This is an optimization exercise on Yosys and OpenROAD, whose aim is small area, not a production implementation. The RTL was checked by simulation tests, not by an equivalence proof against the original design. Power and IR drop assume default switching activity.

===== design/flow/config.mk =====
export PLATFORM = sky130hd
export DESIGN_NAME = parking_meter_core
export DESIGN_NICKNAME = parking_meter_core
export VERILOG_FILES = /design/flow/design.v
export SDC_FILE = /design/flow/constraint.sdc
export NUM_CORES = 4
export LEC_CHECK = 0
export ABC_AREA = 1
export CAP_MARGIN = 20
export CORE_MARGIN = 2
export CORE_UTILIZATION = 60
export SLEW_MARGIN = 20

===== design/flow/constraint.sdc =====
create_clock -name core_clock -period 25.0 [get_ports {clk}]
set_input_delay 5.0000 -clock core_clock [delete_from_list [all_inputs] [get_ports {clk}]]
set_output_delay 5.0000 -clock core_clock [all_outputs]
set_load 0.01 [all_outputs]

===== design/flow/design.v =====
`timescale 1ns / 1ps
module parking_meter_core(
    input clk,
    input rst,
    input tick,
    input scan,
    input blink,
    input parked,
    input [7:0] sw,
    output [7:0] seg,
    output [3:0] an
    );
	reg [2:0] mt;
	reg [3:0] mo;
	reg [2:0] st;
	reg [3:0] so;
	wire so9 = so[3] & so[0];
	wire st5 = st[2] & st[0];
	wire mo9 = mo[3] & mo[0];
	wire top = mt[2] & mt[1];
	wire [3:0] so_n = {(so[3] ^ (so[2] & so[1] & so[0])) & ~so9, so[2] ^ (so[1] & so[0]), (so[1] ^ so[0]) & ~so9, ~so[0]};
	wire [2:0] st_n = {(st[2] ^ (st[1] & st[0])) & ~st5, (st[1] ^ st[0]) & ~st5, ~st[0] & ~st5};
	wire [3:0] mo_n = {(mo[3] ^ (mo[2] & mo[1] & mo[0])) & ~mo9, mo[2] ^ (mo[1] & mo[0]), (mo[1] ^ mo[0]) & ~mo9, ~mo[0]};
	wire [2:0] mt_n = {mt[2] ^ (mt[1] & mt[0]), mt[1] ^ mt[0], ~mt[0]};
	always @(posedge clk) begin
		if (rst || (tick && !parked && top)) begin
			mt <= 0; mo <= 0; st <= 0; so <= 0;
		end
		else if (tick && !parked) begin
			so <= so_n;
			if (so9) begin
				st <= st_n;
				if (st5) begin
					mo <= mo_n;
					if (mo9)
						mt <= mt_n;
				end
			end
		end
	end
	wire part = |{st, so};
	wire [3:0] cmo = part ? (mo9 ? 4'd0 : mo_n) : mo;
	wire [2:0] cmt = (part & mo9) ? mt_n : mt;
	wire [3:0] rate;
	assign rate[0] = (~sw[5] & ~sw[4] & ~sw[3]) | (sw[5] & ~sw[4] & sw[3]) | (~sw[5] & ~sw[3] & sw[1]) | (sw[5] & sw[4] & ~sw[3] & ~sw[2] & ~sw[1]) | (~sw[5] & ~sw[3] & sw[2]);
	assign rate[1] = (~sw[6] & ~sw[4] & sw[3]) | (~sw[6] & sw[4] & ~sw[3] & ~sw[2] & ~sw[1]) | (~sw[6] & sw[5] & ~sw[3]) | (sw[6] & ~sw[5] & ~sw[4] & ~sw[3]) | (sw[6] & ~sw[5] & ~sw[3] & sw[1]) | (sw[6] & ~sw[5] & ~sw[3] & sw[2]);
	assign rate[2] = (~sw[7] & sw[6] & ~sw[4] & sw[3]) | (~sw[7] & sw[6] & sw[4] & ~sw[3] & ~sw[2] & ~sw[1]) | (sw[7] & ~sw[6] & ~sw[4]) | (sw[7] & ~sw[6] & ~sw[3]) | (sw[7] & ~sw[5] & ~sw[4] & ~sw[3]) | (sw[7] & ~sw[5] & ~sw[3] & sw[1]) | (~sw[7] & sw[6] & sw[5] & ~sw[3]) | (sw[7] & ~sw[5] & ~sw[3] & sw[2]);
	assign rate[3] = (sw[7] & sw[6] & ~sw[4] & sw[3]) | (sw[7] & sw[6] & sw[4] & ~sw[3] & ~sw[2] & ~sw[1]) | (sw[7] & sw[6] & sw[5] & ~sw[3]);
	wire [7:0] x;
	assign x[0] = (rate[0] & cmo[0]);
	assign x[1] = (rate[3] & ~rate[0] & ~cmo[2] & cmo[1] & ~cmo[0]) | (rate[3] & cmo[2] & ~cmo[1] & ~cmo[0]) | (rate[3] & cmo[2] & cmo[1] & cmo[0]) | (rate[3] & ~rate[0] & cmo[3] & cmo[0]) | (~rate[3] & ~rate[2] & ~rate[1] & rate[0] & cmo[1]) | (rate[3] & rate[0] & cmo[3] & ~cmo[0]) | (rate[1] & ~rate[0] & cmo[2] & cmo[1] & ~cmo[0]) | (~rate[2] & rate[1] & ~rate[0] & cmo[3] & ~cmo[0]) | (rate[1] & ~cmo[3] & ~cmo[2] & ~cmo[1] & cmo[0]) | (rate[2] & rate[1] & ~rate[0] & cmo[1] & ~cmo[0]) | (rate[2] & ~rate[1] & ~rate[0] & ~cmo[2] & cmo[1] & cmo[0]) | (rate[2] & ~rate[1] & ~rate[0] & cmo[2] & ~cmo[1] & ~cmo[0]) | (rate[2] & rate[1] & ~rate[0] & cmo[2] & cmo[1]) | (rate[2] & ~rate[1] & ~rate[0] & cmo[3]) | (~rate[2] & rate[1] & rate[0] & cmo[2] & ~cmo[1] & ~cmo[0]) | (rate[2] & rate[1] & cmo[2] & cmo[1] & ~cmo[0]) | (rate[2] & rate[1] & rate[0] & cmo[3]) | (rate[3] & rate[0] & cmo[1] & cmo[0]) | (rate[1] & rate[0] & cmo[3] & cmo[0]) | (~rate[2] & rate[1] & rate[0] & ~cmo[2] & cmo[1] & ~cmo[0]) | (~rate[2] & rate[1] & ~rate[0] & ~cmo[3] & ~cmo[2] & cmo[0]);
	assign x[2] = (rate[3] & ~rate[0] & ~cmo[2] & cmo[1]) | (rate[3] & ~rate[0] & cmo[1] & cmo[0]) | (rate[3] & ~rate[0] & cmo[3] & ~cmo[0]) | (rate[3] & ~cmo[2] & cmo[1] & cmo[0]) | (~rate[2] & rate[1] & ~rate[0] & cmo[1] & cmo[0]) | (~rate[2] & rate[1] & cmo[3] & ~cmo[0]) | (rate[0] & cmo[2] & ~cmo[1] & cmo[0]) | (~rate[2] & rate[1] & rate[0] & cmo[3]) | (rate[2] & ~rate[0] & cmo[2] & ~cmo[0]) | (rate[2] & ~rate[1] & rate[0] & cmo[0]) | (rate[1] & rate[0] & ~cmo[2] & cmo[1] & ~cmo[0]) | (rate[1] & rate[0] & cmo[3] & ~cmo[0]) | (rate[2] & ~rate[0] & ~cmo[2] & ~cmo[1] & cmo[0]) | (~rate[2] & ~rate[1] & rate[0] & cmo[2] & ~cmo[0]) | (~rate[3] & ~rate[2] & ~rate[1] & rate[0] & cmo[2]) | (~rate[2] & rate[1] & ~cmo[2] & cmo[1] & ~cmo[0]) | (rate[2] & rate[0] & ~cmo[3] & ~cmo[1] & cmo[0]);
	assign x[3] = (rate[3] & ~cmo[3] & ~cmo[2] & ~cmo[1] & cmo[0]) | (rate[2] & ~rate[1] & ~rate[0] & ~cmo[2] & cmo[1] & ~cmo[0]) | (rate[2] & rate[1] & ~rate[0] & ~cmo[2] & cmo[1] & cmo[0]) | (~rate[2] & rate[1] & ~rate[0] & cmo[2] & ~cmo[1] & ~cmo[0]) | (rate[3] & ~rate[0] & cmo[2] & cmo[1] & ~cmo[0]) | (rate[2] & ~rate[1] & ~rate[0] & cmo[2] & cmo[1] & cmo[0]) | (rate[2] & rate[1] & ~rate[0] & cmo[3] & ~cmo[0]) | (~rate[2] & rate[1] & ~rate[0] & cmo[3] & cmo[0]) | (rate[3] & rate[0] & ~cmo[2] & cmo[1] & ~cmo[0]) | (~rate[2] & rate[1] & rate[0] & ~cmo[2] & cmo[1] & cmo[0]) | (rate[2] & rate[1] & rate[0] & cmo[2] & ~cmo[1] & ~cmo[0]) | (~rate[3] & ~rate[2] & ~rate[1] & rate[0] & cmo[3]) | (~rate[2] & rate[1] & rate[0] & cmo[2] & cmo[1] & ~cmo[0]) | (rate[2] & rate[1] & rate[0] & cmo[2] & cmo[1] & cmo[0]);
	assign x[4] = (rate[3] & ~cmo[2] & cmo[1] & ~cmo[0]) | (rate[3] & cmo[2] & ~cmo[1] & ~cmo[0]) | (rate[3] & ~rate[0] & cmo[2] & cmo[1] & cmo[0]) | (rate[3] & ~rate[0] & cmo[3] & cmo[0]) | (rate[3] & rate[0] & cmo[3] & ~cmo[0]) | (~rate[2] & rate[1] & ~rate[0] & cmo[3]) | (rate[2] & ~rate[1] & ~rate[0] & cmo[2] & ~cmo[1] & ~cmo[0]) | (rate[2] & ~rate[1] & ~rate[0] & cmo[3]) | (rate[2] & ~rate[1] & rate[0] & cmo[1]) | (rate[1] & cmo[2] & ~cmo[1] & cmo[0]) | (rate[2] & rate[1] & rate[0] & cmo[3] & ~cmo[0]) | (rate[1] & ~rate[0] & cmo[2] & cmo[1] & ~cmo[0]) | (rate[2] & rate[1] & ~rate[0] & ~cmo[2] & cmo[1]) | (~rate[2] & rate[1] & rate[0] & cmo[2] & ~cmo[0]) | (rate[3] & rate[0] & cmo[1] & ~cmo[0]) | (rate[2] & ~rate[0] & cmo[3] & cmo[0]) | (rate[2] & ~rate[1] & ~cmo[2] & cmo[1] & cmo[0]) | (~rate[2] & rate[1] & ~rate[0] & cmo[2] & cmo[1]) | (rate[2] & rate[1] & ~cmo[2] & cmo[1] & ~cmo[0]);
	assign x[5] = (rate[3] & ~cmo[2] & cmo[1] & cmo[0]) | (rate[3] & cmo[2] & ~cmo[1] & ~cmo[0]) | (rate[3] & ~rate[0] & cmo[3]) | (rate[3] & rate[0] & cmo[1] & cmo[0]) | (rate[3] & cmo[3] & ~cmo[0]) | (~rate[2] & rate[1] & rate[0] & cmo[2] & cmo[1] & cmo[0]) | (rate[1] & rate[0] & cmo[3] & cmo[0]) | (rate[2] & ~rate[1] & ~rate[0] & cmo[3]) | (rate[2] & rate[1] & rate[0] & ~cmo[2] & cmo[1] & cmo[0]) | (~rate[2] & rate[1] & rate[0] & cmo[3]) | (rate[2] & ~rate[1] & rate[0] & cmo[2]) | (rate[2] & rate[1] & cmo[2] & ~cmo[1]) | (rate[2] & ~rate[1] & cmo[2] & cmo[1]) | (rate[2] & cmo[2] & ~cmo[1] & cmo[0]) | (rate[2] & rate[1] & ~rate[0] & cmo[2] & ~cmo[0]);
	assign x[6] = (rate[3] & cmo[2] & cmo[0]) | (rate[3] & cmo[2] & cmo[1]) | (rate[2] & rate[0] & cmo[3]) | (rate[2] & rate[1] & cmo[2] & cmo[1] & cmo[0]) | (rate[3] & ~rate[0] & cmo[3]) | (rate[2] & rate[1] & cmo[3]) | (rate[3] & cmo[3] & ~cmo[0]) | (rate[2] & rate[1] & rate[0] & cmo[2] & cmo[1]);
	assign x[7] = (rate[3] & rate[0] & cmo[3] & cmo[0]);
	wire [6:0] z;
	assign z[0] = (rate[0] & cmt[0]);
	assign z[1] = (rate[3] & ~rate[0] & ~cmt[2] & cmt[1] & ~cmt[0]) | (~rate[3] & ~rate[2] & ~rate[1] & rate[0] & cmt[1]) | (rate[2] & ~rate[1] & ~rate[0] & cmt[1] & cmt[0]) | (rate[2] & ~rate[1] & ~rate[0] & cmt[2] & ~cmt[1] & ~cmt[0]) | (rate[3] & cmt[2] & ~cmt[1] & ~cmt[0]) | (rate[2] & rate[1] & ~rate[0] & cmt[1] & ~cmt[0]) | (rate[1] & ~cmt[2] & ~cmt[1] & cmt[0]) | (rate[1] & ~rate[0] & cmt[2] & cmt[1]) | (~rate[2] & rate[1] & rate[0] & cmt[2] & ~cmt[1] & ~cmt[0]) | (rate[2] & rate[1] & cmt[2] & cmt[1]) | (rate[3] & rate[0] & cmt[1] & cmt[0]) | (~rate[2] & rate[1] & ~rate[0] & cmt[1] & cmt[0]) | (~rate[3] & ~rate[2] & rate[0] & ~cmt[2] & cmt[1] & ~cmt[0]);
	assign z[2] = (rate[3] & ~rate[0] & ~cmt[2] & cmt[1]) | (~rate[2] & ~rate[1] & rate[0] & cmt[2]) | (rate[2] & ~cmt[2] & ~cmt[1] & cmt[0]) | (rate[2] & ~rate[0] & cmt[2] & ~cmt[0]) | (rate[1] & rate[0] & ~cmt[2] & cmt[1] & ~cmt[0]) | (rate[3] & cmt[1] & cmt[0]) | (rate[2] & ~rate[1] & rate[0] & cmt[0]) | (rate[0] & cmt[2] & cmt[0]) | (~rate[2] & rate[1] & ~rate[0] & ~cmt[2] & cmt[1]);
	assign z[3] = (rate[3] & ~cmt[2] & ~cmt[1] & cmt[0]) | (rate[2] & ~rate[1] & ~rate[0] & ~cmt[2] & cmt[1] & ~cmt[0]) | (rate[3] & ~rate[0] & cmt[2] & cmt[1]) | (rate[3] & rate[0] & ~cmt[2] & cmt[1] & ~cmt[0]) | (rate[2] & rate[1] & ~rate[0] & cmt[1] & cmt[0]) | (~rate[2] & rate[1] & rate[0] & cmt[1] & cmt[0]) | (~rate[2] & rate[1] & ~rate[0] & cmt[2] & ~cmt[1] & ~cmt[0]) | (rate[2] & rate[1] & rate[0] & cmt[2] & ~cmt[1] & ~cmt[0]) | (~rate[2] & rate[1] & rate[0] & cmt[2] & cmt[1]);
	assign z[4] = (rate[3] & ~cmt[2] & cmt[1] & ~cmt[0]) | (rate[1] & cmt[2] & cmt[0]) | (rate[2] & ~rate[1] & ~rate[0] & cmt[2] & ~cmt[1] & ~cmt[0]) | (rate[3] & cmt[2] & ~cmt[1] & ~cmt[0]) | (rate[2] & ~rate[1] & rate[0] & cmt[1]) | (~rate[2] & rate[1] & rate[0] & cmt[2]) | (rate[2] & rate[1] & ~rate[0] & cmt[1]) | (rate[3] & rate[0] & cmt[1] & ~cmt[0]) | (~rate[2] & rate[1] & cmt[2] & cmt[1]) | (rate[2] & ~rate[0] & cmt[1] & cmt[0]) | (rate[2] & rate[1] & ~cmt[2] & cmt[1] & ~cmt[0]);
	assign z[5] = (rate[3] & cmt[1] & cmt[0]) | (rate[3] & cmt[2] & ~cmt[1] & ~cmt[0]) | (rate[2] & cmt[2] & cmt[0]) | (rate[2] & rate[1] & rate[0] & cmt[1] & cmt[0]) | (rate[2] & ~rate[0] & cmt[2] & cmt[1]) | (rate[2] & rate[0] & cmt[2] & ~cmt[1]) | (rate[2] & ~rate[1] & rate[0] & cmt[2]) | (rate[2] & rate[1] & ~rate[0] & cmt[2]);
	assign z[6] = (rate[3] & cmt[2] & cmt[0]) | (rate[2] & rate[1] & rate[0] & cmt[2] & cmt[1]) | (rate[3] & cmt[2] & cmt[1]);
	wire [4:0] w;
	assign w[0] = (~z[0] & x[4]) | (z[0] & ~x[4]);
	assign w[1] = (z[3] & ~z[0] & x[6] & ~x[5]) | (~z[3] & ~z[2] & ~z[1] & ~z[0] & x[5]) | (z[3] & x[7]) | (z[3] & z[0] & x[5] & x[4]) | (z[3] & x[6] & ~x[5] & ~x[4]) | (~z[3] & ~z[2] & ~z[1] & z[0] & ~x[5] & x[4]) | (~z[3] & ~z[2] & ~z[1] & x[5] & ~x[4]) | (~z[2] & z[1] & z[0] & ~x[6] & x[5] & x[4]) | (z[2] & ~z[1] & x[7]) | (z[2] & z[1] & ~z[0] & x[6] & x[5]) | (z[1] & ~x[7] & ~x[6] & ~x[5] & ~x[4]) | (z[2] & z[1] & z[0] & x[6] & ~x[5] & x[4]) | (z[2] & z[1] & x[6] & x[5] & ~x[4]) | (z[2] & ~z[1] & z[0] & x[6] & x[5] & x[4]) | (~z[2] & z[1] & ~z[0] & ~x[7] & ~x[5]) | (z[2] & ~z[1] & ~x[6] & x[5] & ~x[4]) | (~z[2] & z[1] & x[6] & ~x[5] & ~x[4]) | (z[1] & ~z[0] & ~x[6] & ~x[5] & x[4]) | (z[2] & ~z[1] & ~z[0] & ~x[6] & x[5]) | (z[2] & ~z[1] & z[0] & ~x[6] & ~x[5] & x[4]);
	assign w[2] = (z[3] & x[7]) | (~z[3] & ~z[2] & z[0] & ~x[6] & x[5] & x[4]) | (~z[2] & z[1] & ~x[6] & x[5]) | (~z[2] & z[1] & z[0] & ~x[6] & x[4]) | (z[2] & z[1] & z[0] & x[6] & x[5] & x[4]) | (z[3] & x[6] & x[5]) | (~z[3] & ~z[2] & ~z[1] & x[6] & ~x[4]) | (z[2] & ~z[1] & ~x[7] & ~x[6] & ~x[5]) | (z[2] & z[1] & ~x[6] & ~x[5] & ~x[4]) | (~z[3] & ~z[2] & ~z[0] & x[6] & ~x[5]) | (z[2] & ~z[1] & ~x[6] & x[5] & ~x[4]) | (~z[2] & ~z[1] & z[0] & x[6] & ~x[5] & x[4]) | (~z[2] & ~z[1] & ~z[0] & x[6] & x[5]) | (~z[2] & z[1] & x[6] & ~x[5] & ~x[4]) | (z[2] & ~z[0] & ~x[6] & ~x[5] & x[4]) | (z[2] & ~z[1] & ~z[0] & ~x[7] & ~x[6]);
	assign w[3] = (z[2] & ~z[1] & ~z[0] & x[6] & ~x[5]) | (z[2] & z[1] & ~z[0] & ~x[6] & x[5]) | (~z[2] & z[1] & ~z[0] & x[6] & x[5]) | (~z[3] & ~z[2] & ~z[1] & x[7]) | (z[3] & ~x[7] & ~x[6] & ~x[5] & ~x[4]) | (z[2] & z[1] & z[0] & ~x[6] & ~x[5] & x[4]) | (z[2] & z[1] & ~x[6] & x[5] & ~x[4]) | (z[2] & ~z[1] & z[0] & ~x[6] & x[5] & x[4]) | (z[2] & ~z[1] & x[6] & ~x[5] & ~x[4]) | (~z[2] & z[1] & z[0] & x[6] & ~x[5] & x[4]) | (~z[2] & z[1] & x[6] & x[5] & ~x[4]) | (~z[3] & ~z[2] & ~z[1] & z[0] & x[6] & x[5] & x[4]) | (z[3] & ~z[0] & ~x[6] & ~x[5] & x[4]);
	assign w[4] = (z[3] & x[5]) | (z[3] & x[6]) | (z[3] & x[7]) | (z[3] & z[0] & x[4]) | (z[1] & x[7]) | (z[2] & z[1] & x[6]) | (z[2] & x[6] & x[5]) | (z[2] & x[7]) | (z[2] & z[1] & z[0] & x[5] & x[4]) | (z[2] & z[0] & x[6] & x[4]) | (z[1] & z[0] & x[6] & x[5] & x[4]);
	wire [6:0] pat;
	assign pat[0] = (~code[3] & ~code[2] & ~code[1] & code[0]) | (code[3] & code[1]) | (code[2] & ~code[1] & ~code[0]);
	assign pat[1] = (code[3] & code[1]) | (code[2] & ~code[1] & code[0]) | (code[2] & code[1] & ~code[0]);
	assign pat[2] = (~code[2] & code[1] & ~code[0]) | (code[3] & code[1]);
	assign pat[3] = (~code[3] & ~code[2] & ~code[1] & code[0]) | (code[3] & code[1]) | (code[2] & ~code[1] & ~code[0]) | (code[2] & code[1] & code[0]);
	assign pat[4] = (code[0]) | (code[3] & code[1]) | (code[2] & ~code[1]);
	assign pat[5] = (~code[3] & ~code[2] & code[0]) | (~code[2] & code[1]) | (code[1] & code[0]);
	assign pat[6] = (~code[3] & ~code[2] & ~code[1]) | (code[3] & code[1]) | (code[2] & code[1] & code[0]);
	wire [3:0] f0 = x[3:0];
	wire [3:0] f1 = w[3:0];
	wire [2:0] f2 = w[4] ? {z[6] ^ (z[5] & z[4]), z[5] ^ z[4], ~z[4]} : z[6:4];
	reg [1:0] p;
	reg [3:0] v;
	reg [3:0] code;
	reg dp;
	reg [3:0] d;
	always @* begin
		case (p)
			2'd0: d = parked ? f0 : so;
			2'd1: d = parked ? f1 : {1'b0, st};
			2'd2: d = parked ? {1'b0, f2} : mo;
			default: d = parked ? 4'd0 : {1'b0, mt};
		endcase
	end
	wire rs = code[3] & code[2];
	wire blank = parked & blink;
	always @(posedge clk) begin
		if (rst) begin
			p <= 0;
			code <= 4'd15;
			dp <= 1'b1;
		end
		else if (scan) begin
			p <= {p[1] ^ p[0], ~p[0]};
			code <= blank ? 4'd10 : (rs ? 4'd0 : v);
			dp <= ~(parked & ~blink & p[1] & p[0]);
		end
	end
	always @(posedge clk)
		if (scan)
			v <= d;
	assign seg = {dp, pat};
	assign an = {~(~rs & ~p[1] & p[0]), ~(~rs & ~p[1] & ~p[0]),
	             ~(~rs & p[1] & p[0]), ~(~rs & p[1] & ~p[0])};
endmodule

===== design/flow/run.sh =====
#!/bin/bash
# synth_recipe.tcl (not shown) runs the flow's synth.tcl, then flattens the netlist and writes it again
# the make line also repeats each setting of config.mk as NAME=value (left out here)
make -C /OpenROAD-flow-scripts/flow DESIGN_CONFIG=/design/flow/config.mk WORK_HOME=/design/flow/orfs CLKGATE_MAP_FILE= SYNTH_SCRIPT=/design/flow/synth_recipe.tcl finish

==> results.txt <==
==> layout make-up <==
| type | instances | area [µm²] | share of cell area |
|---|---|---|---|
| Clock buffer | 3 | 41.3 | 0.0105 |
| Inverter | 83 | 312 | 0.0795 |
| Clock inverter | 1 | 6.26 | 0.00160 |
| Tap cell | 75 | 93.8 | 0.0239 |
| Multi-Input combinational cell | 531 | 2670 | 0.682 |
| Sequential cell | 25 | 541 | 0.138 |
| Timing Repair Buffer | 26 | 255 | 0.0651 |
==> placed cells by master, fill, tap and decap left out <==
master,n
nand2_1,187
a311oi_1,1
inv_1,74
buf_4,2
o21ai_2,1
a211oi_1,2
o21ai_0,36
edfxtp_1,4
a31oi_1,5
o2111ai_1,4
clkbuf_8,3
nand2_4,5
o31ai_1,1
o211ai_1,9
xor2_1,4
a22oi_1,1
nor2_4,5
nor4_1,1
nand4_1,14
o21ai_1,3
o22ai_1,2
nand3_1,92
nor3_1,9
nand2_2,16
o41ai_1,1
dfxtp_1,21
nand3b_1,2
inv_2,9
nor2_2,10
inv_4,1
a21oi_1,34
nand3_4,2
ha_1,10
nor2_1,67
a2111oi_0,1
clkdlybuf4s50_1,24
o311ai_0,1
o221ai_1,1
nand3_2,4
==> worst register-to-register path, stage by stage (launching register included) <==
cell     delay [ns]
dfxtp_1        0.34
inv_1          0.17
ha_1           0.18
inv_1          0.06
nor2_4         0.14
nand3_4        0.16
nand2_4        0.13
nand2_1        0.05
nand2_1        0.36
inv_1          0.22
nand2_1        0.11
nor2_1         0.05
nor2_1         0.10
nand3_1        0.10
nor2_2         0.23
nand2_1        0.12
nand2_1        0.09
nand3_2        0.08
nor2_4         0.17
nand3_1        0.09
nand2_1        0.08
nand2_1        0.05
nand2_1        0.08
nand3_1        0.07
nand2_1        0.07
nand2_1        0.05
==> flip-flops by register name (all words and copies together), names as in the netlist <==
signal,count
so,4
dp,1
st,3
mt,3
p,2
mo,4
code,4
v,4
==> worst min path at each step <==
stage               start      end  slack, ns  cells past startpoint
floorplan            v[1]  code[1]       0.43                      2
global placement     v[1]  code[1]       0.45                      2
detailed placement   v[1]  code[1]       0.45                      2
CTS                  v[1]  code[1]       0.47                      2
global route         v[0]  code[0]       0.51                      2
finish               v[1]  code[1]       0.47                      2
==> metal layers <==
| layer | global-route usage | vias to the layer above |
|---|---|---|
| met1 | 0.461 | 1988 |
| met2 | 0.534 | 251 |
| met4 | 0.0683 | 0 |
| li1 | - | 2206 |
| met3 | 0.0714 | 28 |
| met5 | 0 | - |
==> kinds of logic after synthesis <==
| logic type | after synthesis | synth area share |
|---|---|---|
| AOI/OAI and AO/OA | 103 | 0.163 |
| xor gates and xnor gates | 4 | 0.00962 |
| adders and majority gates | 10 | 0.0344 |
| buffers and inverters | 100 | 0.118 |
| DFF | 25 | 0.148 |
| and+or+nand+nor | 414 | 0.527 |
==> stage by stage <==
stage               utilization  std cells
global placement          0.658        740
CTS                       0.666        744
finish                    0.666        744
global route              0.666        744
floorplan                     -        656
detailed placement        0.658        740
==> cells in the mapped netlist <==
cell type,instances,area [µm²]
nand2_1,187,702
a21oi_1,34,170
nor2_2,10,62.6
o211ai_1,9,67.6
inv_2,9,33.8
inv_1,74,278
nand3_1,92,460
buf_4,4,30.0
o22ai_1,2,12.5
dfxtp_1,21,420
o31ai_1,1,7.51
xor2_1,4,35.0
o41ai_1,1,8.76
nand2_4,5,56.3
nor2_1,67,251
o311ai_0,1,8.76
nand2_2,16,100
o21ai_0,36,180
ha_1,10,125
o221ai_1,1,8.76
nand3_2,4,40.0
a22oi_1,1,7.51
nor3_1,9,45.0
o21ai_1,3,15.0
edfxtp_1,4,120
nand4_1,14,87.6
o2111ai_1,4,35.0
nor2_4,5,56.3
a31oi_1,5,31.3
nand3b_1,2,15.0
a311oi_1,1,8.76
a2111oi_0,1,8.76
nand3_4,2,35.0
clkbuf_1,3,11.3
buf_6,4,45.0
nor4_1,1,6.26
o21ai_2,1,8.76
buf_2,6,30.0
a211oi_1,2,15.0
==> where the power goes <==
group	switching (mW)	internal [mW]
clock	0.0134	0.0114
sequential	0.00172	0.0426
combinational	0.0257	0.0137
==> impl_metrics.json <==
{
  "status": "timing/DRC/antenna clean",
  "wl_mm": 10.8,
  "max_slew_margin": 0.567,
  "synth_cell_type_count": 39,
  "fmax_ghz": 0.121,
  "hold_class": "flop to flop",
  "r2r-end": "v[2]",
  "crit_buf_inv": 2,
  "pin_count": 26,
  "finalHoldViolCount": 0,
  "maxCapViolations": 0,
  "critical_path_class": "input port to flop",
  "port_buffers": 24,
  "worst_pin_slew_ns": 0.647,
  "power_density_mw_per_mm2": 27.7,
  "path_cells": "clkdlybuf4s50_1, nor2_1, nand2_1, nand3_4, nand2_1, nand2_1, nand2_1, inv_1, nand3_1, nand3_1, nor2_1, nand2_1, nor2_2, nor2_1, nand3_1, nand3_1, nor2_1, nand3_1, nand2_1, nand3_1, nand2_1, nand2_1",
  "fillers": 587,
  "leakage_nw": 2.06,
  "crit_required_ns": 25.03,
  "power_mw": 0.109,
  "finalSetupViolCount": 0,
  "clockBufferDepth": 2,
  "viasPerCell": 6.01,
  "cts_sinks": 25,
  "crit_start": "sw[1]",
  "cp-endpoint": "v[2]",
  "post-route-min-period_ns": 8.26,
  "die_w_um": 81.9,
  "cp-end-kind": "flop",
  "wl_met2_mm": 4.81,
  "synth_seq_area_share": 0.148,
  "ys_ff_latch": 25,
  "ctsHtreeMaxLevel": 1,
  "fin_crit_sh": 0.330,
  "post-place-ws_ns": 16.57,
  "r2r_start": "st[0]",
  "vdd.ir_drop.worst_v": 0.0000282,
  "wl_per_cell_um": 14.6,
  "reg2regPathDepth": 25,
  "top_layer": "met4",
  "critPathLaunchType": "input port",
  "dr_wl_met3_mm": 1.10,
  "core_mm2": 0.00589,
  "gp_congestion": 0.980,
  "clkLatencyLatePin_ns": 0.28,
  "cts_resized": 0,
  "cp_max_fo": 14,
  "placed_area_mm2": 0.00387,
  "crit_arrival_ns": 8.28,
  "max_stage_delay_ns": 0.46,
  "path_depth": 22,
  "postRouteAntennaNets": 0,
  "fin_nets": 694,
  "synth_nets": 680,
  "die_height_um": 81.9,
  "cts_hold_buf": 0,
  "vias": 4473,
  "path_clk_slew_ns": 0.08,
  "syn-cell-area_mm2": 0.00364,
  "dpl.hpwl_mm": 8.37,
  "grt_setup_unrepaired": "false",
  "first_pass_iters": 7,
  "gr-total-overflow": 0,
  "postSynthCellCount": 656,
  "cts_setup_buffers": 0,
  "tns_ns": 0,
  "track_usage": 0.334,
  "fin_worst_skew_ns": 0.0120,
  "cts_root_buffer": "clkbuf_8",
  "drive_above_1_share": 0.0867,
  "initial_core_util": 0.619,
  "crit_family": "simple AND/OR/NAND/NOR gates",
  "num_rows": 28,
  "post-route-drc-count": 0,
  "cts_tree": "done",
  "layout_setup_ws_ns": 16.74,
  "grt_max_degree": 21,
  "die_area_mm2": 0.00671,
  "whs_ns": 0.469,
  "numCtsBuffers": 3,
  "final_cell_area_mm2": 0.00392,
  "synth_area_per_cell_um2": 5.55,
  "cpMostUsedCell": "nand2_1",
  "wl_met1_mm": 4.72,
  "cpMaxStageDelayCell": "clkdlybuf4s50_1",
  "grt_pass1_vias": 3772,
  "drv_slew": 0,
  "r2r_setup_slack_ns": 21.42,
  "drtIter0Drc": 440,
  "ys_warn_count": 1,
  "grt_pass1_wl_mm": 17.7,
  "diodes": 0,
  "antenna_found_initial": 0,
  "area_growth_pct": 7.70
}

separate check: timing with driven ports:
The flow's constraints put no driver on any port. The routed layout listed below was extracted and timed again, unchanged, in two steps.
Step 1 (the two cells are an assumption about what drives the block):
set clk [get_ports {clk}]
set_driving_cell -lib_cell sky130_fd_sc_hd__clkbuf_16 $clk
set_driving_cell -lib_cell sky130_fd_sc_hd__buf_2 [delete_from_list [all_inputs] $clk]
Step 2 moves the port delays by t, midway between the first and last clock arrival at a register: inputs arrive t later, outputs are due t later. That takes back most of the time a late clock gives input paths.
Slacks: ideal / step 1 / step 2; pairs: ideal / step 1.
t, ns: 0.298
setup WS [ns]: 16.743 / 16.750 / 16.452
worst setup path at the end: input to register
slew at the worst register clock pin (ns): 0.10 / 0.10
worst data-port slew with drivers (ns): 0.04
After both steps setup and hold are still met in this run. The setup slack of this run moves by +0.007 ns with the drivers and by -0.291 ns with both steps.
